From an optimization exercise on the open Yosys and OpenROAD flow, aimed at small area; shortcuts taken in it are not production practice. Function was checked by simulation only, so behaviour that the tests miss may differ from the original. No activity file was given, so power comes from the tool's default toggle rates.

### design/flow/constraint.sdc
create_clock -name core_clock -period 16.0 [get_ports {CLK}]
set_input_delay 3.2000 -clock core_clock [delete_from_list [all_inputs] [get_ports {CLK}]]
set_output_delay 3.2000 -clock core_clock [all_outputs]
set_load 0.01 [all_outputs]
### design/flow/design.v
module game6 (
    input wire mode,
    input wire CLK,
    input wire rst,
    input wire [1:0] BTN_LR,
    input wire [9:0] i_x,
    input wire [8:0] i_y,
    input wire i_animate,
    output wire [3:0] VGA_R,
    output wire [3:0] VGA_G,
    output wire [3:0] VGA_B,
    output wire endgame,
    output wire [8:0] score,
    output wire win
    );
    reg [9:0] bxn;       
    reg [8:0] byn;       
    wire [9:0] bx = ~bxn;
    wire [8:0] by = ~byn;
    reg xd, yd;          
    reg par;             
    reg eg;              
    reg [8:0] ph;        
    reg cs;              
    reg hx, hy;          
    reg [4:0] n;         
    reg lit;             
    wire run = i_animate & ~eg & mode;
    wire bottom = ((by[7] & by[6] & ~by[5] & by[3] & by[1]));
    wire restart = ~mode | bottom | eg;
    wire cx104 = ((~bx[9] & ~bx[8] & ~bx[7] & bx[6] & bx[3]) | (~bx[9] & ~bx[8] & ~bx[7] & bx[6] & bx[4]) | (~bx[8] & bx[7] & ~bx[6] & ~bx[4] & ~bx[3] & bx[1]) | (~bx[9] & ~bx[8] & ~bx[7] & bx[6] & bx[5]));
    wire sx104 = ((~bx[7] & ~bx[5] & ~bx[3] & bx[2] & bx[1] & ~bx[0]));
    wire cx140 = ((~bx[9] & ~bx[8] & bx[7] & ~bx[6] & ~bx[5]) | (~bx[9] & ~bx[8] & ~bx[7] & bx[6] & bx[5] & bx[4]) | (~bx[9] & ~bx[8] & bx[7] & ~bx[6] & ~bx[4] & ~bx[0]) | (~bx[9] & ~bx[8] & bx[7] & ~bx[6] & ~bx[4] & ~bx[3]) | (~bx[8] & bx[5] & ~bx[4] & bx[3] & bx[1] & ~bx[0]));
    wire sx140 = ((~bx[7] & bx[5] & bx[3] & ~bx[2] & ~bx[1] & bx[0]) | (bx[7] & ~bx[6] & bx[5] & bx[2] & bx[1] & bx[0]));
    wire cx176 = ((~bx[8] & bx[7] & ~bx[6] & bx[5]) | (~bx[9] & ~bx[8] & bx[7] & ~bx[6] & bx[4]) | (~bx[8] & bx[7] & bx[6] & ~bx[5] & ~bx[4]));
    wire sx176 = ((bx[7] & bx[4] & ~bx[3] & ~bx[2] & bx[1] & ~bx[0]));
    wire cx212 = ((~bx[8] & bx[7] & bx[6] & ~bx[4]) | (~bx[8] & bx[7] & bx[6] & ~bx[5]) | (~bx[8] & bx[7] & ~bx[6] & bx[5] & bx[4]) | (~bx[8] & bx[7] & bx[6] & ~bx[3] & ~bx[2]));
    wire sx212 = ((bx[7] & bx[5] & bx[4] & ~bx[3] & ~bx[1] & bx[0]));
    wire cx248 = ((~bx[8] & bx[7] & bx[6] & bx[5]) | (bx[8] & ~bx[7] & ~bx[6] & ~bx[5] & ~bx[0]) | (bx[8] & ~bx[7] & ~bx[6] & ~bx[5] & ~bx[2]) | (~bx[8] & bx[7] & bx[6] & bx[4] & ~bx[1]));
    wire sx248 = ((bx[7] & bx[4] & ~bx[3] & bx[2] & bx[1] & bx[0]));
    wire cx284 = ((bx[8] & ~bx[7] & ~bx[6]) | (~bx[9] & bx[5] & bx[4] & bx[3] & bx[1] & bx[0]));
    wire sx284 = ((bx[7] & bx[5] & bx[4] & ~bx[2] & bx[1] & ~bx[0]));
    wire cx320 = ((bx[8] & ~bx[7] & bx[6] & ~bx[5]) | (bx[8] & ~bx[7] & ~bx[6] & bx[5]));
    wire sx320 = ((bx[8] & bx[6] & ~bx[4] & ~bx[2] & bx[0]) | (bx[8] & ~bx[5] & bx[3] & bx[2] & ~bx[1] & bx[0]));
    wire cx356 = ((bx[8] & ~bx[7] & bx[6] & bx[2]) | (bx[8] & ~bx[7] & bx[6] & bx[3]) | (bx[8] & ~bx[7] & bx[6] & bx[1]) | (bx[8] & ~bx[4] & ~bx[3] & ~bx[2] & bx[0]));
    wire sx356 = ((bx[7] & ~bx[5] & ~bx[4] & bx[2] & bx[1] & ~bx[0]));
    wire cx392 = ((bx[8] & bx[7] & ~bx[6] & ~bx[5]) | (bx[8] & ~bx[7] & bx[6] & bx[5] & ~bx[0]) | (bx[8] & ~bx[7] & bx[6] & bx[5] & bx[2]) | (bx[8] & bx[7] & ~bx[6] & ~bx[3] & ~bx[1]));
    wire sx392 = ((bx[7] & bx[5] & ~bx[4] & bx[3] & ~bx[1]));
    wire cx428 = ((bx[8] & bx[7] & ~bx[6] & bx[4]) | (bx[8] & bx[7] & ~bx[6] & bx[5]) | (bx[8] & bx[7] & bx[6] & ~bx[5] & ~bx[4]));
    wire sx428 = ((bx[7] & ~bx[5] & ~bx[4] & bx[3] & ~bx[2] & bx[0]));
    wire cx464 = ((bx[8] & bx[7] & bx[6] & ~bx[4]) | (bx[8] & bx[7] & bx[6] & ~bx[5]) | (bx[8] & bx[7] & ~bx[6] & bx[5] & bx[4]));
    wire sx464 = ((bx[7] & ~bx[4] & bx[3] & bx[2] & bx[1] & ~bx[0]));
    wire cx500 = ((~bx[9] & bx[8] & bx[7] & bx[6] & bx[5]) | (bx[9] & ~bx[7] & ~bx[6] & ~bx[5] & ~bx[2]) | (~bx[9] & bx[8] & bx[7] & bx[6] & bx[4] & bx[1]) | (bx[9] & ~bx[7] & ~bx[6] & ~bx[5] & ~bx[4]));
    wire sx500 = ((bx[7] & bx[6] & ~bx[5] & ~bx[3] & ~bx[1]) | (bx[9] & ~bx[5] & ~bx[3] & bx[2] & bx[1]));
    wire cx536 = ((bx[9] & ~bx[7] & ~bx[6] & ~bx[3]) | (bx[9] & ~bx[7] & ~bx[6] & ~bx[1]) | (~bx[9] & bx[8] & bx[7] & bx[6] & bx[5] & bx[4] & bx[3]) | (bx[9] & ~bx[7] & ~bx[6] & ~bx[4]));
    wire sx536 = ((bx[9] & bx[4] & bx[3] & bx[1] & ~bx[0]));
    wire ry100 = ((~by[8] & ~by[7] & by[6] & by[4] & by[1]) | (~by[8] & ~by[7] & by[6] & by[5] & ~by[4]) | (~by[7] & by[6] & ~by[5] & by[4] & by[2] & by[0]));
    wire ey100 = ((~by[8] & ~by[7] & by[6] & by[4] & ~by[3] & by[0]));
    wire ry125 = ((~by[8] & by[7] & ~by[6] & ~by[5] & ~by[4]) | (~by[8] & ~by[7] & by[6] & by[5] & by[4]) | (~by[8] & ~by[4] & by[3] & by[2] & ~by[0]));
    wire ey125 = ((~by[8] & ~by[4] & by[3] & by[2] & ~by[0]));
    wire ry150 = ((~by[8] & by[7] & ~by[6] & ~by[3] & by[0]) | (~by[8] & by[7] & ~by[6] & ~by[4] & ~by[1]) | (~by[8] & by[7] & ~by[6] & ~by[5] & by[4]));
    wire ey150 = ((by[7] & ~by[6] & ~by[4] & ~by[3] & by[2] & by[0]));
    wire ry175 = ((~by[8] & by[7] & ~by[6] & by[5]));
    wire ey175 = ((by[5] & by[4] & by[3] & by[2] & by[1] & ~by[0]) | (by[5] & ~by[4] & ~by[3] & ~by[2] & ~by[1] & ~by[0]));
    wire ry200 = ((~by[8] & by[7] & by[6] & ~by[5] & by[0]) | (~by[8] & by[7] & by[6] & ~by[5] & ~by[2]) | (~by[8] & by[7] & ~by[6] & by[5] & by[4] & by[3]));
    wire ey200 = ((~by[8] & by[7] & by[5] & by[3] & ~by[1]) | (~by[5] & by[4] & ~by[3] & by[2] & by[1] & by[0]));
    wire ry225 = ((by[7] & by[6] & by[5] & ~by[4]) | (~by[8] & by[7] & by[6] & ~by[5] & by[4]) | (~by[8] & by[7] & by[6] & ~by[3] & ~by[0]));
    wire ey225 = ((by[7] & by[6] & by[4] & ~by[3] & ~by[2] & ~by[0]));
    wire ry250 = ((by[7] & by[6] & by[5] & by[4]) | (by[8] & ~by[7] & ~by[6] & ~by[5] & ~by[4] & ~by[1]) | (by[7] & by[6] & by[5] & by[3]));
    wire ey250 = ((~by[7] & ~by[5] & ~by[4] & by[3] & ~by[1]) | (by[7] & by[6] & ~by[4] & by[3] & by[1]));
    wire ry275 = ((by[8] & ~by[7] & ~by[6] & ~by[5]) | (by[8] & ~by[7] & ~by[6] & ~by[2] & ~by[0]));
    wire ey275 = ((by[8] & ~by[7] & ~by[6] & ~by[4] & ~by[3] & ~by[0]));
    wire ry300 = ((by[8] & ~by[7] & ~by[6] & by[5]) | (by[8] & ~by[7] & ~by[6] & by[2] & by[0]));
    wire ey300 = ((by[8] & ~by[7] & ~by[6] & by[4] & by[3] & by[0]));
    wire dx104 = ((i_x[9] | (i_x[8] | (i_x[7] | (i_x[6] & (i_x[5] | (i_x[4] | (i_x[3] & (i_x[2] | (i_x[1] & i_x[0]))))))))) & ~(i_x[9] | (i_x[8] | (i_x[7] & (i_x[6] | (i_x[5] | (i_x[4] | (i_x[3] | (i_x[2] & i_x[1])))))))));
    wire dx140 = ((i_x[9] | (i_x[8] | (i_x[7] | (i_x[6] & (i_x[5] & (i_x[4] | (i_x[3] & (i_x[2] & (i_x[1] & i_x[0]))))))))) & ~(i_x[9] | (i_x[8] | (i_x[7] & (i_x[6] | (i_x[5] & (i_x[4] | (i_x[3] & (i_x[2] | i_x[1])))))))));
    wire dx176 = ((i_x[9] | (i_x[8] | (i_x[7] & (i_x[6] | (i_x[5] | (i_x[4] & (i_x[3] | (i_x[2] | (i_x[1] & i_x[0]))))))))) & ~(i_x[9] | (i_x[8] | (i_x[7] & (i_x[6] & (i_x[5] | (i_x[4] | (i_x[3] & (i_x[2] & i_x[1])))))))));
    wire dx212 = ((i_x[9] | (i_x[8] | (i_x[7] & (i_x[6] | (i_x[5] & (i_x[4] & (i_x[3] | (i_x[2] & (i_x[1] & i_x[0]))))))))) & ~(i_x[9] | (i_x[8] | (i_x[7] & (i_x[6] & (i_x[5] & (i_x[4] & (i_x[3] | (i_x[2] | i_x[1])))))))));
    wire dx248 = ((i_x[9] | (i_x[8] | (i_x[7] & (i_x[6] & (i_x[5] | (i_x[4] & (i_x[3] & (i_x[2] | (i_x[1] & i_x[0]))))))))) & ~(i_x[9] | (i_x[8] & (i_x[7] | (i_x[6] | (i_x[5] | (i_x[4] & (i_x[3] | (i_x[2] & i_x[1])))))))));
    wire dx284 = ((i_x[9] | (i_x[8] | (i_x[7] & (i_x[6] & (i_x[5] & (i_x[4] & (i_x[3] & (i_x[2] & (i_x[1] & i_x[0]))))))))) & ~(i_x[9] | (i_x[8] & (i_x[7] | (i_x[6] | (i_x[5] & (i_x[4] & (i_x[3] & (i_x[2] | i_x[1])))))))));
    wire dx320 = ((i_x[9] | (i_x[8] & (i_x[7] | (i_x[6] | (i_x[5] & (i_x[4] | (i_x[3] | (i_x[2] | (i_x[1] & i_x[0]))))))))) & ~(i_x[9] | (i_x[8] & (i_x[7] | (i_x[6] & (i_x[5] | (i_x[4] & (i_x[3] & (i_x[2] & i_x[1])))))))));
    wire dx356 = ((i_x[9] | (i_x[8] & (i_x[7] | (i_x[6] & (i_x[5] | (i_x[4] | (i_x[3] | (i_x[2] & (i_x[1] & i_x[0]))))))))) & ~(i_x[9] | (i_x[8] & (i_x[7] & (i_x[6] | (i_x[5] | (i_x[4] | (i_x[3] | (i_x[2] | i_x[1])))))))));
    wire dx392 = ((i_x[9] | (i_x[8] & (i_x[7] | (i_x[6] & (i_x[5] & (i_x[4] | (i_x[3] & (i_x[2] | (i_x[1] & i_x[0]))))))))) & ~(i_x[9] | (i_x[8] & (i_x[7] & (i_x[6] | (i_x[5] & (i_x[4] | (i_x[3] | (i_x[2] & i_x[1])))))))));
    wire dx428 = ((i_x[9] | (i_x[8] & (i_x[7] & (i_x[6] | (i_x[5] | (i_x[4] | (i_x[3] & (i_x[2] & (i_x[1] & i_x[0]))))))))) & ~(i_x[9] | (i_x[8] & (i_x[7] & (i_x[6] & (i_x[5] | (i_x[4] | (i_x[3] & (i_x[2] | i_x[1])))))))));
    wire dx464 = ((i_x[9] | (i_x[8] & (i_x[7] & (i_x[6] | (i_x[5] & (i_x[4] & (i_x[3] | (i_x[2] | (i_x[1] & i_x[0]))))))))) & ~(i_x[9] | (i_x[8] & (i_x[7] & (i_x[6] & (i_x[5] & (i_x[4] | (i_x[3] & (i_x[2] & i_x[1])))))))));
    wire dx500 = ((i_x[9] | (i_x[8] & (i_x[7] & (i_x[6] & (i_x[5] | (i_x[4] & (i_x[3] | (i_x[2] & (i_x[1] & i_x[0]))))))))) & ~(i_x[9] & (i_x[8] | (i_x[7] | (i_x[6] | (i_x[5] | (i_x[4] & (i_x[3] | (i_x[2] | i_x[1])))))))));
    wire dx536 = ((i_x[9] | (i_x[8] & (i_x[7] & (i_x[6] & (i_x[5] & (i_x[4] & (i_x[3] & (i_x[2] | (i_x[1] & i_x[0]))))))))) & ~(i_x[9] & (i_x[8] | (i_x[7] | (i_x[6] | (i_x[5] & (i_x[4] & (i_x[3] | (i_x[2] & i_x[1])))))))));
    wire dy100 = ((i_y[8] | (i_y[7] | (i_y[6] & (i_y[5] | (i_y[4] & (i_y[3] & (i_y[2] | (i_y[1] & i_y[0])))))))) & ~(i_y[8] | (i_y[7] | (i_y[6] & (i_y[5] & (i_y[4] | (i_y[3] & (i_y[2] & i_y[1]))))))));
    wire dy125 = ((i_y[8] | (i_y[7] | (i_y[6] & (i_y[5] & (i_y[4] & (i_y[3] | i_y[2])))))) & ~(i_y[8] | (i_y[7] & (i_y[6] | (i_y[5] | (i_y[4] | (i_y[3] | (i_y[2] & (i_y[1] & i_y[0])))))))));
    wire dy150 = ((i_y[8] | (i_y[7] & (i_y[6] | (i_y[5] | (i_y[4] | (i_y[3] & (i_y[2] & (i_y[1] | i_y[0])))))))) & ~(i_y[8] | (i_y[7] & (i_y[6] | i_y[5]))));
    wire dy175 = ((i_y[8] | (i_y[7] & (i_y[6] | (i_y[5] & (i_y[4] | (i_y[3] | (i_y[2] & i_y[1]))))))) & ~(i_y[8] | (i_y[7] & (i_y[6] | (i_y[5] & (i_y[4] & (i_y[3] & (i_y[2] | (i_y[1] | i_y[0])))))))));
    wire dy200 = ((i_y[8] | (i_y[7] & (i_y[6] | (i_y[5] & (i_y[4] & (i_y[3] & (i_y[2] & (i_y[1] & i_y[0])))))))) & ~(i_y[8] | (i_y[7] & (i_y[6] & (i_y[5] | (i_y[4] & (i_y[3] | (i_y[2] | i_y[1]))))))));
    wire dy225 = ((i_y[8] | (i_y[7] & (i_y[6] & (i_y[5] | (i_y[4] & i_y[3]))))) & ~(i_y[8] | (i_y[7] & (i_y[6] & (i_y[5] & (i_y[4] | (i_y[3] & (i_y[2] | (i_y[1] & i_y[0])))))))));
    wire dy250 = ((i_y[8] | (i_y[7] & (i_y[6] & (i_y[5] & (i_y[4] & (i_y[3] | (i_y[2] | (i_y[1] | i_y[0])))))))) & ~(i_y[8] & (i_y[7] | (i_y[6] | (i_y[5] | (i_y[4] | (i_y[3] | i_y[2])))))));
    wire dy275 = ((i_y[8] & (i_y[7] | (i_y[6] | (i_y[5] | (i_y[4] | (i_y[3] & (i_y[2] | i_y[1]))))))) & ~(i_y[8] & (i_y[7] | (i_y[6] | (i_y[5] | (i_y[4] & (i_y[3] & (i_y[2] & (i_y[1] | i_y[0])))))))));
    wire dy300 = ((i_y[8] & (i_y[7] | (i_y[6] | (i_y[5] & (i_y[4] | (i_y[3] | (i_y[2] | (i_y[1] & i_y[0])))))))) & ~(i_y[8] & (i_y[7] | (i_y[6] | (i_y[5] & (i_y[4] & (i_y[3] | (i_y[2] & i_y[1]))))))));
    wire [21:0] hxs, hys, bpix;
    reg [21:0] a, h;
    wire [21:0] zs, ze;
    assign zs[0] = sx104 & ry150;
    assign ze[0] = cx104 & ey150;
    assign bpix[0] = a[0] & dx104 & dy150;
    assign zs[1] = sx320 & ry150;
    assign ze[1] = cx320 & ey150;
    assign bpix[1] = a[1] & dx320 & dy150;
    assign zs[2] = sx536 & ry150;
    assign ze[2] = cx536 & ey150;
    assign bpix[2] = a[2] & dx536 & dy150;
    assign zs[3] = sx320 & ry300;
    assign ze[3] = cx320 & ey300;
    assign bpix[3] = a[3] & dx320 & dy300;
    assign zs[4] = sx140 & ry125;
    assign ze[4] = cx140 & ey125;
    assign bpix[4] = a[4] & dx140 & dy125;
    assign zs[5] = sx140 & ry175;
    assign ze[5] = cx140 & ey175;
    assign bpix[5] = a[5] & dx140 & dy175;
    assign zs[6] = sx176 & ry100;
    assign ze[6] = cx176 & ey100;
    assign bpix[6] = a[6] & dx176 & dy100;
    assign zs[7] = sx176 & ry200;
    assign ze[7] = cx176 & ey200;
    assign bpix[7] = a[7] & dx176 & dy200;
    assign zs[8] = sx248 & ry100;
    assign ze[8] = cx248 & ey100;
    assign bpix[8] = a[8] & dx248 & dy100;
    assign zs[9] = sx248 & ry250;
    assign ze[9] = cx248 & ey250;
    assign bpix[9] = a[9] & dx248 & dy250;
    assign zs[10] = sx284 & ry125;
    assign ze[10] = cx284 & ey125;
    assign bpix[10] = a[10] & dx284 & dy125;
    assign zs[11] = sx284 & ry275;
    assign ze[11] = cx284 & ey275;
    assign bpix[11] = a[11] & dx284 & dy275;
    assign zs[12] = sx356 & ry125;
    assign ze[12] = cx356 & ey125;
    assign bpix[12] = a[12] & dx356 & dy125;
    assign zs[13] = sx356 & ry275;
    assign ze[13] = cx356 & ey275;
    assign bpix[13] = a[13] & dx356 & dy275;
    assign zs[14] = sx392 & ry100;
    assign ze[14] = cx392 & ey100;
    assign bpix[14] = a[14] & dx392 & dy100;
    assign zs[15] = sx392 & ry250;
    assign ze[15] = cx392 & ey250;
    assign bpix[15] = a[15] & dx392 & dy250;
    assign zs[16] = sx464 & ry100;
    assign ze[16] = cx464 & ey100;
    assign bpix[16] = a[16] & dx464 & dy100;
    assign zs[17] = sx464 & ry200;
    assign ze[17] = cx464 & ey200;
    assign bpix[17] = a[17] & dx464 & dy200;
    assign zs[18] = sx500 & ry125;
    assign ze[18] = cx500 & ey125;
    assign bpix[18] = a[18] & dx500 & dy125;
    assign zs[19] = sx500 & ry175;
    assign ze[19] = cx500 & ey175;
    assign bpix[19] = a[19] & dx500 & dy175;
    assign zs[20] = sx212 & ry225;
    assign ze[20] = cx212 & ey225;
    assign bpix[20] = a[20] & dx212 & dy225;
    assign zs[21] = sx428 & ry225;
    assign ze[21] = cx428 & ey225;
    assign bpix[21] = a[21] & dx428 & dy225;
    wire [21:0] z = zs | ze;
    wire [21:0] g = {22{~mode}} | (a & ~h);
    assign hxs = zs & g;
    assign hys = ze & g;
    always @(posedge CLK)
    if (rst) begin
        a <= {22{1'b1}};
        h <= 0;
    end else begin
        a <= (a | {22{~mode}}) & ~z;
        if (~mode) h <= ~z & ((a & h & {22{~cs}}) | (~a & ~h));
        else h <= h | ({22{run}} & ~a);
    end
    always @(posedge CLK)
    if (rst) begin
        cs <= 1'b0;
        hx <= 1'b0;
        hy <= 1'b0;
    end else begin
        cs <= mode & (cs | run);
        hx <= ~run & (hx | (|hxs));
        hy <= ~run & (hy | (|hys));
    end
    wire btn_l = BTN_LR[1] & ~BTN_LR[0];
    wire btn_r = BTN_LR[0] & ~BTN_LR[1];
    wire [9:0] dbp_s;
    wire [10:0] dbp_c;
    assign dbp_c[0] = 1'b1;
    assign dbp_s[0] = 1'b0 ^ bxn[0] ^ dbp_c[0];
    assign dbp_c[1] = (1'b0 & bxn[0]) | (dbp_c[0] & (1'b0 ^ bxn[0]));
    assign dbp_s[1] = ph[0] ^ bxn[1] ^ dbp_c[1];
    assign dbp_c[2] = (ph[0] & bxn[1]) | (dbp_c[1] & (ph[0] ^ bxn[1]));
    assign dbp_s[2] = ph[1] ^ bxn[2] ^ dbp_c[2];
    assign dbp_c[3] = (ph[1] & bxn[2]) | (dbp_c[2] & (ph[1] ^ bxn[2]));
    assign dbp_s[3] = ph[2] ^ bxn[3] ^ dbp_c[3];
    assign dbp_c[4] = (ph[2] & bxn[3]) | (dbp_c[3] & (ph[2] ^ bxn[3]));
    assign dbp_s[4] = ph[3] ^ bxn[4] ^ dbp_c[4];
    assign dbp_c[5] = (ph[3] & bxn[4]) | (dbp_c[4] & (ph[3] ^ bxn[4]));
    assign dbp_s[5] = ph[4] ^ bxn[5] ^ dbp_c[5];
    assign dbp_c[6] = (ph[4] & bxn[5]) | (dbp_c[5] & (ph[4] ^ bxn[5]));
    assign dbp_s[6] = ph[5] ^ bxn[6] ^ dbp_c[6];
    assign dbp_c[7] = (ph[5] & bxn[6]) | (dbp_c[6] & (ph[5] ^ bxn[6]));
    assign dbp_s[7] = ph[6] ^ bxn[7] ^ dbp_c[7];
    assign dbp_c[8] = (ph[6] & bxn[7]) | (dbp_c[7] & (ph[6] ^ bxn[7]));
    assign dbp_s[8] = ph[7] ^ bxn[8] ^ dbp_c[8];
    assign dbp_c[9] = (ph[7] & bxn[8]) | (dbp_c[8] & (ph[7] ^ bxn[8]));
    assign dbp_s[9] = ph[8] ^ bxn[9] ^ dbp_c[9];
    assign dbp_c[10] = (ph[8] & bxn[9]) | (dbp_c[9] & (ph[8] ^ bxn[9]));
    wire [9:0] dbp = dbp_s;
    wire pad_x = ((bx[2]) | (~bx[9] & bx[3]) | (~bx[3] & bx[0]) | (bx[9] & ~bx[8]) | (~bx[9] & bx[6]) | (~bx[9] & bx[7]) | (~bx[9] & bx[1])) & ((dbp_c[10] & ~(dbp[9] | (dbp[8] | (dbp[7] | (dbp[6] & (dbp[5] | (dbp[4] | (dbp[3] | (dbp[2] | dbp[1]))))))))) | (~dbp_c[10] & (dbp[9] & (dbp[8] & (dbp[7] & (dbp[6] | (dbp[5] & (dbp[4] & (dbp[3] & (dbp[2] & (dbp[1] & dbp[0])))))))))));
    wire pad_hit = bottom | (((by[8] & by[7] & by[6] & by[4]) | (by[8] & by[7] & by[6] & ~by[1])) & pad_x);
    wire lwall = ((~bx[8] & ~bx[7] & ~bx[6] & ~bx[5] & ~bx[4] & ~bx[3] & ~bx[1]));
    wire rwall = ((bx[9] & bx[7]) | (bx[9] & bx[4] & bx[3] & ~bx[2] & bx[0]));
    wire top = ((~by[8] & ~by[6] & ~by[5] & ~by[4] & ~by[3] & ~by[1]));
    wire [9:0] mx_s;
    wire [10:0] mx_c;
    assign mx_c[0] = 1'b0;
    assign mx_s[0] = bxn[0] ^ 1'b1 ^ mx_c[0];
    assign mx_c[1] = (bxn[0] & 1'b1) | (mx_c[0] & (bxn[0] ^ 1'b1));
    assign mx_s[1] = bxn[1] ^ xd ^ mx_c[1];
    assign mx_c[2] = (bxn[1] & xd) | (mx_c[1] & (bxn[1] ^ xd));
    assign mx_s[2] = bxn[2] ^ ~xd ^ mx_c[2];
    assign mx_c[3] = (bxn[2] & ~xd) | (mx_c[2] & (bxn[2] ^ ~xd));
    assign mx_s[3] = bxn[3] ^ xd ^ mx_c[3];
    assign mx_c[4] = (bxn[3] & xd) | (mx_c[3] & (bxn[3] ^ xd));
    assign mx_s[4] = bxn[4] ^ xd ^ mx_c[4];
    assign mx_c[5] = (bxn[4] & xd) | (mx_c[4] & (bxn[4] ^ xd));
    assign mx_s[5] = bxn[5] ^ xd ^ mx_c[5];
    assign mx_c[6] = (bxn[5] & xd) | (mx_c[5] & (bxn[5] ^ xd));
    assign mx_s[6] = bxn[6] ^ xd ^ mx_c[6];
    assign mx_c[7] = (bxn[6] & xd) | (mx_c[6] & (bxn[6] ^ xd));
    assign mx_s[7] = bxn[7] ^ xd ^ mx_c[7];
    assign mx_c[8] = (bxn[7] & xd) | (mx_c[7] & (bxn[7] ^ xd));
    assign mx_s[8] = bxn[8] ^ xd ^ mx_c[8];
    assign mx_c[9] = (bxn[8] & xd) | (mx_c[8] & (bxn[8] ^ xd));
    assign mx_s[9] = bxn[9] ^ xd ^ mx_c[9];
    assign mx_c[10] = (bxn[9] & xd) | (mx_c[9] & (bxn[9] ^ xd));
    wire [8:0] my_s;
    wire [9:0] my_c;
    assign my_c[0] = 1'b0;
    assign my_s[0] = byn[0] ^ 1'b1 ^ my_c[0];
    assign my_c[1] = (byn[0] & 1'b1) | (my_c[0] & (byn[0] ^ 1'b1));
    assign my_s[1] = byn[1] ^ yd ^ my_c[1];
    assign my_c[2] = (byn[1] & yd) | (my_c[1] & (byn[1] ^ yd));
    assign my_s[2] = byn[2] ^ ~yd ^ my_c[2];
    assign my_c[3] = (byn[2] & ~yd) | (my_c[2] & (byn[2] ^ ~yd));
    assign my_s[3] = byn[3] ^ yd ^ my_c[3];
    assign my_c[4] = (byn[3] & yd) | (my_c[3] & (byn[3] ^ yd));
    assign my_s[4] = byn[4] ^ yd ^ my_c[4];
    assign my_c[5] = (byn[4] & yd) | (my_c[4] & (byn[4] ^ yd));
    assign my_s[5] = byn[5] ^ yd ^ my_c[5];
    assign my_c[6] = (byn[5] & yd) | (my_c[5] & (byn[5] ^ yd));
    assign my_s[6] = byn[6] ^ yd ^ my_c[6];
    assign my_c[7] = (byn[6] & yd) | (my_c[6] & (byn[6] ^ yd));
    assign my_s[7] = byn[7] ^ yd ^ my_c[7];
    assign my_c[8] = (byn[7] & yd) | (my_c[7] & (byn[7] ^ yd));
    assign my_s[8] = byn[8] ^ yd ^ my_c[8];
    assign my_c[9] = (byn[8] & yd) | (my_c[8] & (byn[8] ^ yd));
    wire inc1 = hx ^ hy, inc2 = hx & hy;
    wire [4:0] na_s;
    wire [5:0] na_c;
    assign na_c[0] = 1'b0;
    assign na_s[0] = n[0] ^ inc1 ^ na_c[0];
    assign na_c[1] = (n[0] & inc1) | (na_c[0] & (n[0] ^ inc1));
    assign na_s[1] = n[1] ^ inc2 ^ na_c[1];
    assign na_c[2] = (n[1] & inc2) | (na_c[1] & (n[1] ^ inc2));
    assign na_s[2] = n[2] ^ 1'b0 ^ na_c[2];
    assign na_c[3] = (n[2] & 1'b0) | (na_c[2] & (n[2] ^ 1'b0));
    assign na_s[3] = n[3] ^ 1'b0 ^ na_c[3];
    assign na_c[4] = (n[3] & 1'b0) | (na_c[3] & (n[3] ^ 1'b0));
    assign na_s[4] = n[4] ^ 1'b0 ^ na_c[4];
    assign na_c[5] = (n[4] & 1'b0) | (na_c[4] & (n[4] ^ 1'b0));
    always @(posedge CLK)
    if (rst | ~mode) n <= 5'd0;
    else if (run) n <= na_s;
    always @(posedge CLK)
    if (rst) begin
        par <= 1'b0;
        bxn <= ~10'd320;
        byn <= ~9'd430;
        xd <= 1'b0;
        yd <= 1'b0;
        eg <= 1'b0;
    end else begin
        par <= ~par;
        eg <= mode & (eg | bottom);
        if (run) begin
            bxn <= mx_s;
            byn <= my_s;
            if (pad_hit & (btn_l | btn_r)) xd <= btn_r;
            else if (rwall) xd <= 1'b0;
            else if (lwall) xd <= 1'b1;
            else if (bottom) xd <= ~par;
            else xd <= xd ^ hx;
            if (pad_hit) yd <= 1'b0;
            else if (top) yd <= 1'b1;
            else if (bottom) yd <= 1'b0;
            else yd <= yd ^ hy;
        end else if (restart) begin
            bxn <= ~10'd320;
            byn <= ~9'd430;
            xd <= ~par;
            yd <= 1'b0;
        end
    end
    wire pm_l = run & btn_l & ((ph[5]) | (ph[0]) | (~ph[2]) | (~ph[4]) | (ph[7]));
    wire pm_r = run & btn_r & ((~ph[8]) | (~ph[5]) | (~ph[0]));
    wire pm = pm_l | pm_r;
    wire [8:0] pa_s;
    wire [9:0] pa_c;
    assign pa_c[0] = 1'b0;
    assign pa_s[0] = ph[0] ^ pm ^ pa_c[0];
    assign pa_c[1] = (ph[0] & pm) | (pa_c[0] & (ph[0] ^ pm));
    assign pa_s[1] = ph[1] ^ pm_l ^ pa_c[1];
    assign pa_c[2] = (ph[1] & pm_l) | (pa_c[1] & (ph[1] ^ pm_l));
    assign pa_s[2] = ph[2] ^ pm_r ^ pa_c[2];
    assign pa_c[3] = (ph[2] & pm_r) | (pa_c[2] & (ph[2] ^ pm_r));
    assign pa_s[3] = ph[3] ^ pm_l ^ pa_c[3];
    assign pa_c[4] = (ph[3] & pm_l) | (pa_c[3] & (ph[3] ^ pm_l));
    assign pa_s[4] = ph[4] ^ pm_l ^ pa_c[4];
    assign pa_c[5] = (ph[4] & pm_l) | (pa_c[4] & (ph[4] ^ pm_l));
    assign pa_s[5] = ph[5] ^ pm_l ^ pa_c[5];
    assign pa_c[6] = (ph[5] & pm_l) | (pa_c[5] & (ph[5] ^ pm_l));
    assign pa_s[6] = ph[6] ^ pm_l ^ pa_c[6];
    assign pa_c[7] = (ph[6] & pm_l) | (pa_c[6] & (ph[6] ^ pm_l));
    assign pa_s[7] = ph[7] ^ pm_l ^ pa_c[7];
    assign pa_c[8] = (ph[7] & pm_l) | (pa_c[7] & (ph[7] ^ pm_l));
    assign pa_s[8] = ph[8] ^ pm_l ^ pa_c[8];
    assign pa_c[9] = (ph[8] & pm_l) | (pa_c[8] & (ph[8] ^ pm_l));
    always @(posedge CLK)
    if (rst | eg | ~mode) ph <= 9'd160;
    else ph <= pa_s;
    wire [9:0] bpx_s;
    wire [10:0] bpx_c;
    assign bpx_c[0] = 1'b1;
    assign bpx_s[0] = i_x[0] ^ bxn[0] ^ bpx_c[0];
    assign bpx_c[1] = (i_x[0] & bxn[0]) | (bpx_c[0] & (i_x[0] ^ bxn[0]));
    assign bpx_s[1] = i_x[1] ^ bxn[1] ^ bpx_c[1];
    assign bpx_c[2] = (i_x[1] & bxn[1]) | (bpx_c[1] & (i_x[1] ^ bxn[1]));
    assign bpx_s[2] = i_x[2] ^ bxn[2] ^ bpx_c[2];
    assign bpx_c[3] = (i_x[2] & bxn[2]) | (bpx_c[2] & (i_x[2] ^ bxn[2]));
    assign bpx_s[3] = i_x[3] ^ bxn[3] ^ bpx_c[3];
    assign bpx_c[4] = (i_x[3] & bxn[3]) | (bpx_c[3] & (i_x[3] ^ bxn[3]));
    assign bpx_s[4] = i_x[4] ^ bxn[4] ^ bpx_c[4];
    assign bpx_c[5] = (i_x[4] & bxn[4]) | (bpx_c[4] & (i_x[4] ^ bxn[4]));
    assign bpx_s[5] = i_x[5] ^ bxn[5] ^ bpx_c[5];
    assign bpx_c[6] = (i_x[5] & bxn[5]) | (bpx_c[5] & (i_x[5] ^ bxn[5]));
    assign bpx_s[6] = i_x[6] ^ bxn[6] ^ bpx_c[6];
    assign bpx_c[7] = (i_x[6] & bxn[6]) | (bpx_c[6] & (i_x[6] ^ bxn[6]));
    assign bpx_s[7] = i_x[7] ^ bxn[7] ^ bpx_c[7];
    assign bpx_c[8] = (i_x[7] & bxn[7]) | (bpx_c[7] & (i_x[7] ^ bxn[7]));
    assign bpx_s[8] = i_x[8] ^ bxn[8] ^ bpx_c[8];
    assign bpx_c[9] = (i_x[8] & bxn[8]) | (bpx_c[8] & (i_x[8] ^ bxn[8]));
    assign bpx_s[9] = i_x[9] ^ bxn[9] ^ bpx_c[9];
    assign bpx_c[10] = (i_x[9] & bxn[9]) | (bpx_c[9] & (i_x[9] ^ bxn[9]));
    wire [8:0] bpy_s;
    wire [9:0] bpy_c;
    assign bpy_c[0] = 1'b1;
    assign bpy_s[0] = i_y[0] ^ byn[0] ^ bpy_c[0];
    assign bpy_c[1] = (i_y[0] & byn[0]) | (bpy_c[0] & (i_y[0] ^ byn[0]));
    assign bpy_s[1] = i_y[1] ^ byn[1] ^ bpy_c[1];
    assign bpy_c[2] = (i_y[1] & byn[1]) | (bpy_c[1] & (i_y[1] ^ byn[1]));
    assign bpy_s[2] = i_y[2] ^ byn[2] ^ bpy_c[2];
    assign bpy_c[3] = (i_y[2] & byn[2]) | (bpy_c[2] & (i_y[2] ^ byn[2]));
    assign bpy_s[3] = i_y[3] ^ byn[3] ^ bpy_c[3];
    assign bpy_c[4] = (i_y[3] & byn[3]) | (bpy_c[3] & (i_y[3] ^ byn[3]));
    assign bpy_s[4] = i_y[4] ^ byn[4] ^ bpy_c[4];
    assign bpy_c[5] = (i_y[4] & byn[4]) | (bpy_c[4] & (i_y[4] ^ byn[4]));
    assign bpy_s[5] = i_y[5] ^ byn[5] ^ bpy_c[5];
    assign bpy_c[6] = (i_y[5] & byn[5]) | (bpy_c[5] & (i_y[5] ^ byn[5]));
    assign bpy_s[6] = i_y[6] ^ byn[6] ^ bpy_c[6];
    assign bpy_c[7] = (i_y[6] & byn[6]) | (bpy_c[6] & (i_y[6] ^ byn[6]));
    assign bpy_s[7] = i_y[7] ^ byn[7] ^ bpy_c[7];
    assign bpy_c[8] = (i_y[7] & byn[7]) | (bpy_c[7] & (i_y[7] ^ byn[7]));
    assign bpy_s[8] = i_y[8] ^ byn[8] ^ bpy_c[8];
    assign bpy_c[9] = (i_y[8] & byn[8]) | (bpy_c[8] & (i_y[8] ^ byn[8]));
    wire [8:0] ppx_s;
    wire [9:0] ppx_c;
    assign ppx_c[0] = 1'b1;
    assign ppx_s[0] = i_x[1] ^ ~ph[0] ^ ppx_c[0];
    assign ppx_c[1] = (i_x[1] & ~ph[0]) | (ppx_c[0] & (i_x[1] ^ ~ph[0]));
    assign ppx_s[1] = i_x[2] ^ ~ph[1] ^ ppx_c[1];
    assign ppx_c[2] = (i_x[2] & ~ph[1]) | (ppx_c[1] & (i_x[2] ^ ~ph[1]));
    assign ppx_s[2] = i_x[3] ^ ~ph[2] ^ ppx_c[2];
    assign ppx_c[3] = (i_x[3] & ~ph[2]) | (ppx_c[2] & (i_x[3] ^ ~ph[2]));
    assign ppx_s[3] = i_x[4] ^ ~ph[3] ^ ppx_c[3];
    assign ppx_c[4] = (i_x[4] & ~ph[3]) | (ppx_c[3] & (i_x[4] ^ ~ph[3]));
    assign ppx_s[4] = i_x[5] ^ ~ph[4] ^ ppx_c[4];
    assign ppx_c[5] = (i_x[5] & ~ph[4]) | (ppx_c[4] & (i_x[5] ^ ~ph[4]));
    assign ppx_s[5] = i_x[6] ^ ~ph[5] ^ ppx_c[5];
    assign ppx_c[6] = (i_x[6] & ~ph[5]) | (ppx_c[5] & (i_x[6] ^ ~ph[5]));
    assign ppx_s[6] = i_x[7] ^ ~ph[6] ^ ppx_c[6];
    assign ppx_c[7] = (i_x[7] & ~ph[6]) | (ppx_c[6] & (i_x[7] ^ ~ph[6]));
    assign ppx_s[7] = i_x[8] ^ ~ph[7] ^ ppx_c[7];
    assign ppx_c[8] = (i_x[8] & ~ph[7]) | (ppx_c[7] & (i_x[8] ^ ~ph[7]));
    assign ppx_s[8] = i_x[9] ^ ~ph[8] ^ ppx_c[8];
    assign ppx_c[9] = (i_x[9] & ~ph[8]) | (ppx_c[8] & (i_x[9] ^ ~ph[8]));
    wire [9:0] dpx = {ppx_s, i_x[0]};
    wire ball_x = (bpx_c[10] & ~(bpx_s[9] | (bpx_s[8] | (bpx_s[7] | (bpx_s[6] | (bpx_s[5] | (bpx_s[4] | (bpx_s[3] | (bpx_s[2] & (bpx_s[1] | bpx_s[0])))))))))) | (~bpx_c[10] & (bpx_s[9] & (bpx_s[8] & (bpx_s[7] & (bpx_s[6] & (bpx_s[5] & (bpx_s[4] & (bpx_s[3] & bpx_s[2]))))))));
    wire ball_y = (bpy_c[9] & ~(bpy_s[8] | (bpy_s[7] | (bpy_s[6] | (bpy_s[5] | (bpy_s[4] | (bpy_s[3] | (bpy_s[2] & (bpy_s[1] | bpy_s[0]))))))))) | (~bpy_c[9] & (bpy_s[8] & (bpy_s[7] & (bpy_s[6] & (bpy_s[5] & (bpy_s[4] & (bpy_s[3] & bpy_s[2])))))));
    wire ball_pix = ((bx[0]) | (bx[3]) | (bx[2]) | (bx[1]) | (bx[7]) | (bx[4]) | (bx[6])) & ((by[0]) | (by[1]) | (by[2]) | (by[3]) | (by[4]) | (by[6]) | (by[7])) & ball_x & ball_y;
    wire pad_pix = ((ppx_c[9] & ~(dpx[9] | (dpx[8] | (dpx[7] | (dpx[6] | (dpx[5] & (dpx[4] & (dpx[3] & dpx[2])))))))) | (~ppx_c[9] & (dpx[9] & (dpx[8] & (dpx[7] & (dpx[6] & (dpx[5] | (dpx[4] | (dpx[3] | (dpx[2] & (dpx[1] | dpx[0]))))))))))) & ((i_y[8] & (i_y[7] & (i_y[6] & (i_y[5] | (i_y[4] & (i_y[3] | (i_y[2] | i_y[1]))))))) & ~(i_y[8] & (i_y[7] & (i_y[6] & (i_y[5] | (i_y[4] & (i_y[3] & (i_y[2] | (i_y[1] & i_y[0])))))))));
    always @(posedge CLK)
    if (rst) lit <= 1'b0;
    else lit <= ball_pix | pad_pix | (|bpix);
    assign VGA_R = {4{lit}};
    assign VGA_G = {4{lit}};
    assign VGA_B = {4{lit}};
    assign endgame = eg;
    wire [4:0] s5_s;
    wire [5:0] s5_c;
    assign s5_c[0] = 1'b0;
    assign s5_s[0] = n[2] ^ n[0] ^ s5_c[0];
    assign s5_c[1] = (n[2] & n[0]) | (s5_c[0] & (n[2] ^ n[0]));
    assign s5_s[1] = n[3] ^ n[1] ^ s5_c[1];
    assign s5_c[2] = (n[3] & n[1]) | (s5_c[1] & (n[3] ^ n[1]));
    assign s5_s[2] = n[4] ^ n[2] ^ s5_c[2];
    assign s5_c[3] = (n[4] & n[2]) | (s5_c[2] & (n[4] ^ n[2]));
    assign s5_s[3] = 1'b0 ^ n[3] ^ s5_c[3];
    assign s5_c[4] = (1'b0 & n[3]) | (s5_c[3] & (1'b0 ^ n[3]));
    assign s5_s[4] = 1'b0 ^ n[4] ^ s5_c[4];
    assign s5_c[5] = (1'b0 & n[4]) | (s5_c[4] & (1'b0 ^ n[4]));
    wire [6:0] s = {s5_s, n[1:0]};
    assign score = {2'b00, s & {7{mode}}};
    assign win = ((n[4] & n[2] & n[1]));
endmodule
### design/flow/config.mk
export PLATFORM = sky130hd
export DESIGN_NAME = game6
export DESIGN_NICKNAME = game6
export VERILOG_FILES = /design/flow/design.v
export SDC_FILE = /design/flow/constraint.sdc
export NUM_CORES = 4
export LEC_CHECK = 0
export CAP_MARGIN = 20
export CORE_MARGIN = 2
export CORE_UTILIZATION = 60
export CTS_BUF_LIST = sky130_fd_sc_hd__clkbuf_8
export CTS_CLUSTER_DIAMETER = 150
export CTS_CLUSTER_SIZE = 40
export SLEW_MARGIN = 20
### design/flow/run.sh
#!/bin/bash
# synth_recipe.tcl (not shown) runs the flow's synth.tcl, then flattens the netlist and writes it again
# the make line also repeats each setting of config.mk as NAME=value (left out here)
make -C /OpenROAD-flow-scripts/flow DESIGN_CONFIG=/design/flow/config.mk WORK_HOME=/design/flow/orfs CLKGATE_MAP_FILE= SYNTH_SCRIPT=/design/flow/synth_recipe.tcl finish
==> summary.md, run 1 <==
| Metric | Value |
|---|---|
| Yosys cell types | 80 |
| Crit-path max FO | 5 |
| Total grt overflow | 0 |
| Max-slew headroom | between 30% and 40% |
| # rows | 42 |
| Antenna viol nets, final | 0 |
| Clock Pin Slew Worst Setup and Hold Paths | 90 ps |
| Clk sinks | 85 |
| Critical path arrival | approximately 8500 ps |
| Mapped Area | between 7000 and 8000 sq um |
| Final Cell Area | 8540 sq um |
| R2r setup slk | around 9700 ps |
| Crit path time final | approximately 8000 ps |
| Status | no timing/DRC/antenna violations |
| Via count | ~7,800 |
| First-pass iteration count of the detailed router | 6 |
| Final Hold Viols | 0 |
| Clk buf depth | 2 |
| RSZ-0062 raised after global routing | no |
| Setup crit end kind | flop |
| Number of port buffers | 45 |
| Flop and latch count out of synthesis | between 80 and 90 |
| Syn Area/Cell | between 7 and 8 sq um |
| Max-cap violation count | 0 |
| Via density | ~6.4 |
| Number of gates resized after CTS | 0 |
| Crit path launch | i_x[0] |
| CP Class | in -> reg |
| Net switching power | 0.165 mW |
| Sequential share of power | 43.1% |
| Post-synth ARST share | 0% |
| Fmax | ~0.12 GHz |
| Initial core utilization | approximately three fifths |
| Final core occ | between 60 and 70% |
| Nets | 1,133 |
| Fillcell total | about 1,200 |
| Largest net degree at the start of global routing | 67 |
| Pleak | about 3.2 nW |
| First-pass GRT wire length | ~39,000 um |
| Reg-to-reg startpoint | bxn[0] |
| P&R area growth vs syn | 7.23% |
| Final Cycle Share | 51.3% |
| Post-synth EDFFs | 0 |
| Top_reg_cell synth | dfxtp_1 |
| Total power | 0.522 mW |
| Total CTS buffers | 9 |
| Reg-to-Reg End | xd |
| Clk root buf | clkbuf_8 |
| Post-DP Area | 8310 sq um |
| P_int | around 0.36 mW |
| Clock latency on the worst-skew pair | ~390 ps |
| Setup Skew | about 13 ps |
| CTS Hold Buffers Added | 0 |
| Final wirelength | between 20,000 and 25,000 um |
| Initial drt markers | ~1,000 |
| Routability cong. | just under 1 |
| Register area share after synthesis | a little over a fifth |
| Register-to-Register Path Depth | 19 |
| Aggregate global-route resource usage | between 30% and 40% |
| Die span in x | about 120 um |
| Startpoint types | primary input |
| Cell Pwr Density | around 60 nW/um^2 |
| Core footprint | ~13,000 sq um |
| Critical path required time | approximately 16,000 ps |
| Yosys warns | 1 |
| VDD IR max | around 0.000049 V |
| Vias in the first global route | 7,171 |
| Crit path to | lit |
| Cells after Synth | 1,047 |
| Setup bufs post-CTS | 0 |
| DRC violations left | 0 |
| Share of post-route cells with drive strength above 1 | under 10% |
| Wire per inst | around 20 um |
| H-tree Lvls | 3 |
| # setup viols final | 0 |
| Combinational power share | 23.5% |
| Post-DP HPWL | roughly 18,000 um |
| Worst-margin pin slew | 985 ps |
| Final Max Slew Viols | 0 |
| TNS Setup | 0 ps |
| Die area | between 10,000 and 15,000 sq um |
| TritonCTS clock tree | done |
| Clock power share | between 30% and 40% |
| HP Class | reg -> reg |
| Die Height | 119 um |
| Initial antenna violation count | 0 |
| Diodes inserted | 0 |
| Io pins | 48 |
| Switch share | 31.6% |
-- cell families after synthesis --
logic type                 synth area share [%]
other                                    0.0471
DFF                                        21.4
and+or+nand+nor                            26.1
adders and majority gates                  17.2
AOI/OAI and AO/OA                          24.2
muxes                                     0.519
xor gates and xnor gates                   1.10
buffers and inverters                      9.38
-- critical path, cell delays in order --
cell             delay, ps
clkdlybuf4s50_1        550
inv_1                   90
ha_1                   200
inv_1                   60
fa_1                   160
inv_1                   50
fa_1                   390
fa_1                   400
fa_1                   390
fa_1                   390
fa_1                   380
fa_1                   390
fa_1                   420
fa_1                   520
nand4b_1                90
o31ai_1                300
o2111ai_1              160
o221ai_1               100
a21oi_1                 70
a41oi_1                210
-- power by group through the flow --
stage,combinational (mW),clock (mW),sequential [mW]
CTS,0.120,0.177,0.224
global route,0.136,0.186,0.226
global placement,0.117,0,0.229
finish,0.123,0.175,0.225
floorplan,0.0888,0,0.224
detailed placement,0.119,0,0.230
-- layer usage --
layer  share of wire [%]  vias up  GRT usage, %
met4                 4.1        0          16.1
met2                  43      413          52.0
met1                  44     3672          50.4
met5                   0        -             0
met3                 8.9       67          6.18
li1                    -     3683             -
-- synthesized netlist by cell type, types with 7 or more instances --
library cell / n / area [sq um]
a211oi_1: 8 / 60.1
a21oi_1: 60 / 300
a22oi_1: 12 / 90.1
a31oi_1: 21 / 131
and2_1: 21 / 131
and3_1: 18 / 113
buf_2: 21 / 105
buf_4: 14 / 105
clkbuf_1: 41 / 154
dfxtp_1: 85 / 1700
fa_1: 59 / 1180
ha_1: 15 / 188
inv_1: 91 / 342
nand2_1: 87 / 327
nand2b_1: 16 / 100
nand3_1: 31 / 155
nand4_1: 16 / 100
nor2_1: 88 / 330
nor2b_1: 18 / 113
nor3_1: 37 / 185
nor4_1: 13 / 81.3
nor4b_1: 7 / 61.3
o21ai_0: 97 / 485
o22ai_1: 14 / 87.6
o31ai_1: 12 / 90.1
or4_1: 7 / 52.6
xnor2_1: 8 / 70.1
-- cell usage in the layout (no fill, tap or decap), drive strengths merged, types with 5 or more instances in the layout --
cell           count
fa                59
nand2             87
buf               10
a211oi             8
and2              21
a21oi             61
dfxtp             85
nor2              88
nand3             32
o22ai             14
clkdlybuf4s50     44
nor2b             18
or3                5
nor4b              7
o211ai             6
o31ai             12
o21ai             98
a2111oi            6
nand4             16
nand3b             5
nand4b             5
o2111ai            5
nor3              37
nor4              17
a31oi             21
xnor2              8
nand2b            17
clkbuf            11
a22oi             12
inv               94
a21o               6
o32ai              6
a41oi              5
and3              19
o31a               6
a211o              6
ha                15
or4                7
-- layout make-up --
class                      count  area, sq um  area share [%]
clock inverter                 5         73.8           0.865
inverter                      94          353            4.13
sequential                    85         1700            19.9
clock buffer                  11          151            1.77
tap                          176          220            2.58
timing repair buffer          54          513            6.01
multi-input combinational    790         5530            64.7
-- stage by stage --
stage               cells  setup slack (ps)  hold slack, ps
floorplan            1048              8350             400
global placement     1199              7550             416
detailed placement   1199              7420             449
CTS                  1215              7810             461
global route         1215              7590             489
finish               1215              7790             461
-- flip-flops by register name, indices dropped and copies added (netlist names) --
| name | cells |
|---|---|
| a | 22 |
| h | 22 |
| bxn | 10 |
| byn | 9 |
| ph | 9 |
| n | 5 |
| cs | 1 |
| eg | 1 |
| hx | 1 |
| hy | 1 |
| lit | 1 |
| par | 1 |
| xd | 1 |
| yd | 1 |
-- worst min-delay path by stage --
stage                     startpoint  end  slack, ps  cells after the start
after global placement           par  par        420                      1
after detailed placement         par  par        450                      1
after global routing             par  par        490                      1
after CTS                        par  par        460                      1
final                            par  par        460                      1
after floorplan                  par  par        400                      1
==> run 2, diff against run 1 <==
==> design/flow/config.mk (replaced) <==
export PLATFORM = sky130hd
export DESIGN_NAME = game6
export DESIGN_NICKNAME = game6
export VERILOG_FILES = /design/flow/design.v
export SDC_FILE = /design/flow/constraint.sdc
export NUM_CORES = 4
export LEC_CHECK = 0
export CAP_MARGIN = 0
export CORE_MARGIN = 2
export CORE_UTILIZATION = 70
export CTS_BUF_LIST = sky130_fd_sc_hd__clkbuf_8
export CTS_CLUSTER_DIAMETER = 200
export CTS_CLUSTER_SIZE = 60
export SLEW_MARGIN = 0
==> run 2 against run 1 <==
Against the previous run: still clean; wire length down 1.2%; global-route usage grew 4.0 points; die area decreased by 14%; critical path depth down 2; clock power is essentially flat.
==> summary.md, run 2 <==
| Metric | Value |
|---|---|
| Status | no timing/DRC/antenna violations |
| Final Cell Area | 8460 sq um (-0.91%) |
| Pleak | 3.22 nW (-0.60%) |
| Top_reg_cell synth | dfxtp_1 |
| VDD IR max | 0.0000661 V (+35%) |
| DRC violations left | 0 (unchanged) |
| HP Class | reg -> reg |
| First-pass iteration count of the detailed router | 6 (unchanged) |
| Most frequent cells in the layout | o21ai_0, inv_1, nor2_1, nand2_1, dfxtp_1 |
| Clk sinks | 85 (unchanged) |
| Setup Skew | 17.4 ps (+4.15 ps) |
| Clock latency on the worst-skew pair | 390 ps (about the same) |
| TNS Setup | 0 ps (unchanged) |
| R2r setup slk | 9860 ps (+170 ps) |
| Post-route non-filler standard cell count | 1,176 (-3.2%) |
| Critical path arrival | 8620 ps (+100 ps) |
| Area leader, netlist | dfxtp_1 |
| Via count | 8,102 (+3.4%) |
| Vias in the first global route | 7,370 (+2.8%) |
| Wire per inst | 20.4 um (+2.0%) |
| Final Hold Viols | 0 (unchanged) |
| Crit-path max FO | 27 (+22) |
| Crit path time final | 8310 ps (+97.4 ps) |
| CP Class | in -> reg |
| Top-count cell post-synth | o21ai_0 |
| Setup bufs post-CTS | 0 (unchanged) |
| Final Cycle Share | 51.9% (+0.61 points) |
| Synth area leaders | dfxtp_1, fa_1, o21ai_0 |
| Fmax | 0.120 GHz (-1.2%) |
| TritonCTS clock tree | done |
| Max-cap violation count | 0 (unchanged) |
| Initial core utilization | 72.5% (+12 points) |
| Die span in x | 111 um (-7.2%) |
| Register area share after synthesis | 21.4% (unchanged) |
| Routability cong. | 1.02 (+2.8%) |
| H-tree Lvls | 3 (unchanged) |
| Max-slew headroom | 22.5% (-11 points) |
| Synth cell count leaders | o21ai_0, inv_1, nor2_1 |
| RSZ-0062 raised after global routing | no |
| Initial drt markers | 1,349 (+35%) |
| Diodes inserted | 0 (unchanged) |
| Via density | 6.89 (+6.8%) |
| Regs by FF count | a: 22 flops, h: 22 flops, bxn: 10 flops |
| Total CTS buffers | 9 (unchanged) |
| Flop and latch count out of synthesis | 85 (unchanged) |
| Slowest cell on the critical path | or2_2 |
| Share of post-route cells with drive strength above 1 | 4.05% (-0.37 points) |
| Syn Area/Cell | 7.61 sq um (unchanged) |
| Critical path required time | 16,300 ps (about the same) |
| Post-DP HPWL | 17,700 um (-1.5%) |
| # setup viols final | 0 (unchanged) |
| Initial antenna violation count | 0 (unchanged) |
| P&R area growth vs syn | 6.25% |
| Antenna viol nets, final | 0 (unchanged) |
| Clk root buf | clkbuf_8 |
| Post-DP Area | 8240 sq um (-0.81%) |
| Total grt overflow | 0 (unchanged) |
| Worst path cell trace | clkdlybuf4s50_1, nand2b_1, buf_4, nor2_1, nand2_1, a41oi_1, or2_2, ha_1, fa_1, fa_1, fa_1, fa_1, fa_1, fa_1, fa_1, xor2_1, xnor2_1, nor3_1 |
| Post-synth top area share | 21.4% (unchanged) |
| Io pins | 48 (unchanged) |
| Setup crit end kind | flop |
| Largest net degree at the start of global routing | 67 (unchanged) |
| Final wirelength | 24,000 um (-1.2%) |
| Commonest non-fill, non-tap cell in the layout | o21ai_0 |
| Crit path max-delay family | adder cells |
| Yosys warns | 1 (unchanged) |
| Clk buf depth | 2 (unchanged) |
| Cell mode on critical path | fa_1 |
| First-pass GRT wire length | 39,000 um (-0.21%) |
| Post-synth ARST share | 0% (unchanged) |
| Aggregate global-route resource usage | 39.3% (+4.0 points) |
| Die Height | 111 um (-7.2%) |
| Core footprint | 11,000 sq um (-16%) |
| Nets | 1,130 (-0.26%) |
| Die area | 12,200 sq um (-14%) |
| Post-placement cell count | 1,160 (-3.3%) |
| Number of port buffers | 45 (unchanged) |
| Final Max Slew Viols | 0 (unchanged) |
| Number of gates resized after CTS | 0 (unchanged) |
| Max incr delay on CP | 490 ps (-60 ps) |
| Mapped Area | 7960 sq um (unchanged) |
| Cell Pwr Density | 61.8 nW/um^2 (+1.1%) |
| Cells after Synth | 1,047 (unchanged) |
| Post-synth EDFFs | 0 (unchanged) |
| Startpoint types | primary input |
| Clock Pin Slew Worst Setup and Hold Paths | 90 ps (about the same) |
| Worst-margin pin slew | 1160 ps (+173 ps) |
| # rows | 38 (-9.5%) |
| Buf/Inv on CP | 2 (-2) |
| CTS Hold Buffers Added | 0 (unchanged) |
| Yosys cell types | 80 (unchanged) |
[run 2: final cells by class]
| cell class | instances | area (sq um) |
|---|---|---|
| multi-input cells | 790 | 5520 |
| fillers | 849 | 2520 |
| flip-flops and latches | 85 | 1700 |
| repair buffers | 51 | 490 |
| inverters | 94 | 353 |
| well taps | 140 | 175 |
| clock buffers | 9 | 124 |
| clock inverters | 7 | 98.8 |
[run 2: final timing paths]
check / start / to / cells after the start
worst min-delay path: par / par / 1
worst max register to register: bxn[0] / xd / 19
worst max-delay path: i_animate / ph[8] / 18
worst min register to register: par / par / 1
[run 2: cell families after synthesis]
group | count (synthesis) | synth area share [%]
buffers and inverters | 173 | 9.38
flip-flops | 85 | 21.4
adder cells (fa/ha/maj) | 74 | 17.2
multiplexers | 4 | 0.519
other | 1 | 0.0471
AND/OR/NAND/NOR | 397 | 26.1
AO/OA/AOI/OAI | 303 | 24.2
XOR/XNOR | 10 | 1.10
[run 2: through the flow]
| stage | util, % | hold slack, ps | total power, mW | setup slack [ps] |
|---|---|---|---|---|
| after CTS | 77.0 | 479 | 0.517 | 7710 |
| after floorplan | - | 400 | 0.312 | 8350 |
| after global placement | 75.0 | 436 | 0.343 | 7440 |
| after global routing | 77.0 | 493 | 0.544 | 7330 |
| after detailed placement | 75.0 | 465 | 0.348 | 7300 |
| final | 77.0 | 493 | 0.523 | 7690 |
[run 2: metal layers]
metal	GRT usage, %	vias up	wire length (um)
li1	-	3696	-
met1	55.5	3681	9470
met2	58.7	632	10400
met3	7.05	93	3010
met4	18.5	0	1120
met5	0	-	0
[run 2: where the power goes]
group,switching [mW],internal [mW],leakage (nW)
Combinational,0.0743,0.0464,2.41
Sequential,0.0122,0.215,0.689
Clock,0.0868,0.0887,0.115
==> run 3, diff against run 2 <==
==> design/flow/flow/run.sh (new file) <==
#!/bin/bash
# Layout flow: the standard layout (standard.sh), except that the
# synthesis maps the logic with an area-oriented ABC script (abc_area.script
# here) in place of ORFS's delay-oriented abc_speed.script.  The synthesis is
# otherwise ORFS's and the standard flow's own (synth_recipe.tcl), so the registers, their
# names and cells are those of the standard synthesis.
set -euo pipefail
W=$(pwd)
rm -rf "$W/scripts_area"
cp -r "$FLOW_HOME/scripts" "$W/scripts_area"
cp "$W/flow/abc_area.script" "$W/scripts_area/abc_speed.script"
bash "$W/standard.sh" SCRIPTS_DIR="$W/scripts_area" synth > "$W/synth.log" 2>&1
bash "$W/standard.sh" > "$W/layout.log" 2>&1
==> design/flow/flow/abc_area.script (new file) <==
&get -n
&st
&syn2
&dc2
&syn2
&dch -f
&nf -R 1000 -p
&put
topo
==> design/flow/standard.sh (new file) <==
#!/bin/bash
# synth_recipe.tcl (not shown) runs the flow's synth.tcl, then flattens the netlist and writes it again
# the make line also repeats each setting of config.mk as NAME=value (left out here)
make -C /OpenROAD-flow-scripts/flow DESIGN_CONFIG=/design/flow/config.mk WORK_HOME=/design/flow/orfs CLKGATE_MAP_FILE= SYNTH_SCRIPT=/design/flow/synth_recipe.tcl "${@:-finish}"
==> design/flow/config.mk (replaced) <==
export PLATFORM = sky130hd
export DESIGN_NAME = game6
export DESIGN_NICKNAME = game6
export VERILOG_FILES = /design/flow/design.v
export SDC_FILE = /design/flow/constraint.sdc
export NUM_CORES = 4
export LEC_CHECK = 0
export CAP_MARGIN = 20
export CORE_MARGIN = 2
export CORE_UTILIZATION = 40
export SLEW_MARGIN = 20
removed: design/flow/run.sh
==> run 3 against run 2 <==
Against the previous run: still clean on timing, DRC and antenna; sequential cell count did not move; clock power rose by 21%; wire length fell by 2.4%; combinational power fell by 4%; total power rose by 6.3%; core utilization fell by 31 points; sequential power barely moved; fmax rose by 2.4%; synthesized cell count fell by 13%; register-to-register slack got worse by 160 ps; critical path depth rose by 2.
==> summary.md, run 3 <==
| Metric | Value |
|---|---|
| Status | no timing/DRC/antenna violations |
| Diodes inserted | 0 (unchanged) |
| Total CTS buffers | 9 (unchanged) |
| Nets | 1,059 (-6.3%) |
| Crit path max-delay family | adder cells |
| Max incr delay on CP | 550 ps (+60 ps) |
| Top-count cell post-synth | nor2_1 |
| Die Height | 138 um (+25%) |
| Buf/Inv on CP | 4 (+2) |
| Post-DP HPWL | 17,800 um (+0.37%) |
| Slowest cell on the critical path | clkdlybuf4s50_1 |
| Clock Pin Slew Worst Setup and Hold Paths | 70 ps (-20 ps) |
| Final Cycle Share | 50.7% (-1.2 points) |
| Flop and latch count out of synthesis | 85 (unchanged) |
| Max-cap violation count | 0 (unchanged) |
| Hold path cells | 1 (unchanged) |
| Register area share after synthesis | 23.5% (+2.2 points) |
| Yosys cell types | 54 (-33%) |
| Post-synth EDFFs | 0 (unchanged) |
| Number of port buffers | 45 (unchanged) |
| Aggregate global-route resource usage | 24.6% (-15 points) |
| Die span in x | 138 um (+25%) |
| First-pass iteration count of the detailed router | 6 (unchanged) |
| Setup Skew | 8.08 ps (-9.28 ps) |
| CP Class | in -> reg |
| Hold worst-path end | par |
| Clk root buf | clkbuf_16 |
| # setup viols final | 0 (unchanged) |
| Initial drt markers | 891 (-34%) |
| Critical path arrival | 8330 ps (-290 ps) |
| Final Hold Viols | 0 (unchanged) |
| Vias in the first global route | 6,893 (-6.5%) |
| Share of post-route cells with drive strength above 1 | 2.28% (-1.8 points) |
| Io pins | 48 (unchanged) |
| Synth area leaders | dfxtp_1, fa_1, nor2_1 |
| Worst-margin pin slew | 1020 ps (-142 ps) |
| TritonCTS clock tree | done |
| Die area | 19,200 sq um (+56%) |
| Worst path cell trace | clkdlybuf4s50_1, clkinv_1, ha_1, clkinv_1, fa_1, clkinv_1, fa_1, fa_1, fa_1, fa_1, fa_1, fa_1, fa_1, fa_1, nand4b_1, nor3_1, a31oi_1, nor3_1, nor4_1, a21oi_1 |
| Final wirelength | 23,400 um (-2.4%) |
| Setup crit end kind | flop |
| Max-slew headroom | 32.2% (+9.7 points) |
| Post-synth ARST share | 0% (unchanged) |
| Antenna viol nets, final | 0 (unchanged) |
| Fillcell total | 1,803 (+110%) |
| # rows | 49 (+29%) |
| Critical path required time | 16,210 ps (-90 ps) |
| H-tree Lvls | 3 (unchanged) |
| Clock latency on the worst-skew pair | 360 ps (-30 ps) |
| VDD IR max | 0.0000374 V (-43%) |
| Largest net degree at the start of global routing | 69 (+3.0%) |
| Wire per inst | 19.6 um (-3.9%) |
| P&R area growth vs syn | 13.2% |
| Hold Crit Start | par |
| Area leader, netlist | dfxtp_1 |
| RSZ-0062 raised after global routing | no |
| Clk buf depth | 2 (unchanged) |
| Yosys warns | 1 (unchanged) |
| Cell mode on critical path | fa_1 |
| Register-to-Register Path Depth | 20 (+1) |
| Synth cell count leaders | nor2_1, clkinv_1, dfxtp_1 |
| Top_reg_cell synth | dfxtp_1 |
| Reg-to-Reg End | xd |
| Regs by FF count | a: 22 flops, h: 22 flops, bxn: 10 flops |
| Via count | 7,377 (-8.9%) |
| Number of gates resized after CTS | 0 (unchanged) |
| Initial core utilization | 40.5% (-32 points) |
| Pleak | 2.72 nW (-16%) |
| Cells after Synth | 913 (-13%) |
| Cell Pwr Density | 68.0 nW/um^2 (+9.9%) |
| Syn Area/Cell | 7.91 sq um (+4.1%) |
| Final Max Slew Viols | 0 (unchanged) |
| First-pass GRT wire length | 37,800 um (-3.0%) |
| Fmax | 0.123 GHz (+2.4%) |
| TNS Setup | 0 ps (unchanged) |
| Crit path time final | 8120 ps (-194 ps) |
| Startpoint types | primary input |
| CTS Hold Buffers Added | 0 (unchanged) |
| Total grt overflow | 0 (unchanged) |
| Most frequent cells in the layout | nor2_1, clkinv_1, dfxtp_1, nand2_1, fa_1 |
| Setup bufs post-CTS | 0 (unchanged) |
| Mapped Area | 7230 sq um (-9.3%) |
| Reg-to-reg startpoint | bxn[0] |
| Place WS | 7520 ps (+220 ps) |
| Via density | 6.18 (-10%) |
| Commonest non-fill, non-tap cell in the layout | nor2_1 |
| Post-synth top area share | 23.5% (+2.2 points) |
| Routability cong. | 0.973 (-4.6%) |
| HP Class | reg -> reg |
| Initial antenna violation count | 0 (unchanged) |
| Final WS setup | 7880 ps (+194 ps) |
| Core footprint | 17,800 sq um (+62%) |
| Clk sinks | 85 (unchanged) |
| R2r setup slk | 9700 ps (-160 ps) |
| DRC violations left | 0 (unchanged) |
| Crit-path max FO | 5 (-81%) |
[run 3: cell count changes in the layout (fill, tap and decap cells not counted), moves of 18 or more]
cell / before / now
clkinv_1: 1 / 99
inv_1: 92 / 0
o21ai_0: 97 / 50
and2_1: 21 / 0
o22a_1: 3 / 21
[run 3: power breakdown]
| part | switching, mW | internal, mW | total [mW] | leakage [nW] |
|---|---|---|---|---|
| Combinational | 0.0716 | 0.0443 | 0.116 | 1.88 |
| Sequential | 0.0117 | 0.215 | 0.227 | 0.689 |
| Clock | 0.103 | 0.111 | 0.213 | 0.148 |
| Total | 0.186 | 0.370 | 0.556 | 2.72 |
[run 3: how the worst max path moves through the flow]
stage          startpoint  cells after the start  slack [ps]  endpoint
5_1_grt            i_x[0]                     20        7600       lit
6_report           i_x[0]                     20        7880       lit
2_1_floorplan      i_x[0]                     19        8410       lit
3_3_place_gp       i_x[0]                     20        7560       lit
3_5_place_dp       i_x[0]                     20        7520       lit
4_1_cts            i_x[0]                     20        7890       lit
[run 3: kinds of logic (layout without fill, tap and decap cells)]
logic type | after synthesis | count (layout) | share of synthesized area [%]
other | 1 | 2 | 0.0519
adder cells (fa/ha/maj) | 74 | 74 | 18.9
buffers and inverters | 113 | 164 | 6.60
multiplexers | 1 | 1 | 0.139
AO/OA/AOI/OAI | 274 | 274 | 25.5
AND/OR/NAND/NOR | 358 | 358 | 24.4
XOR/XNOR | 7 | 7 | 0.849
flip-flops | 85 | 85 | 23.5
[run 3: worst register-to-register path, cell delays in order (launching register included)]
cell and delay [ps]:
dfxtp_1 700, clkinv_1 410, fa_1 550, fa_1 410, fa_1 390, fa_1 370
clkinv_1 60, fa_1 160, clkinv_1 70, fa_1 380, fa_1 400, fa_1 390
fa_1 510, nor4b_1 60, nand2_1 50, o21ai_0 140, a31oi_1 290, nor2_1 90
o311ai_0 490, nand3_1 130, a21oi_1 160
[run 3: area by class of cell]
type	count	area [sq um]	area share (%)
tap	229	287	3.50
timing repair buffer	49	470	5.75
multi-input combinational	716	5050	61.7
clock buffer	9	225	2.75
inverter	99	372	4.54
sequential	85	1700	20.8
clock inverter	7	73.8	0.902
[run 3: metrics by stage]
stage | instances | hold WS, ps | cell area, sq um | util (%) | total power [mW]
final | 1194 | 455 | 8180 | 45.9 | 0.556
after global routing | 1194 | 473 | 8180 | 45.9 | 0.586
after CTS | 1194 | 461 | 8180 | 45.9 | 0.558
after detailed placement | 1178 | 446 | 7880 | 44.2 | 0.345
after global placement | 1178 | 430 | 7880 | 44.2 | 0.346
after floorplan | 914 | 409 | 7230 | - | 0.301
[run 3: routing by layer]
metal	up-vias	routed length (um)	global-route usage, %
li1	3461	-	-
met1	3455	10400	35.0
met2	392	10000	36.6
met3	69	1820	2.91
met4	0	1110	13.0
met5	-	0	0

==> separate check: timing with driven ports <==
The results above use ideal ports. As a check the final layouts listed here were re-extracted and re-timed, cells and wires unchanged.
Step 1: set_driving_cell puts a clkbuf_16 on CLK and a buf_2 on each other input, an assumption about the parent block.
Step 2 moves the port delays by t, midway between the first and last clock arrival at a register: inputs arrive t later, outputs are due t later. That takes back most of the time a late clock gives input paths.
Slacks: ideal ports / drivers / drivers and shift; pairs: ideal ports / drivers.
run	shift t [ns]	setup WS [ns]	hold slack, ns	worst setup path after step 2
run 1	0.418	7.786 / 7.801 / 7.382	0.461 / 0.461 / 0.461	input to register
run 2	0.413	7.689 / 7.706 / 7.293	0.493 / 0.493 / 0.493	input to register
run 3	0.401	7.883 / 7.901 / 7.500	0.455 / 0.455 / 0.455	input to register
After both steps setup and hold are still met in every run listed. For run 1, which loses most, drivers alone change the setup slack by +0.015 ns; drivers and shift together by -0.404 ns.
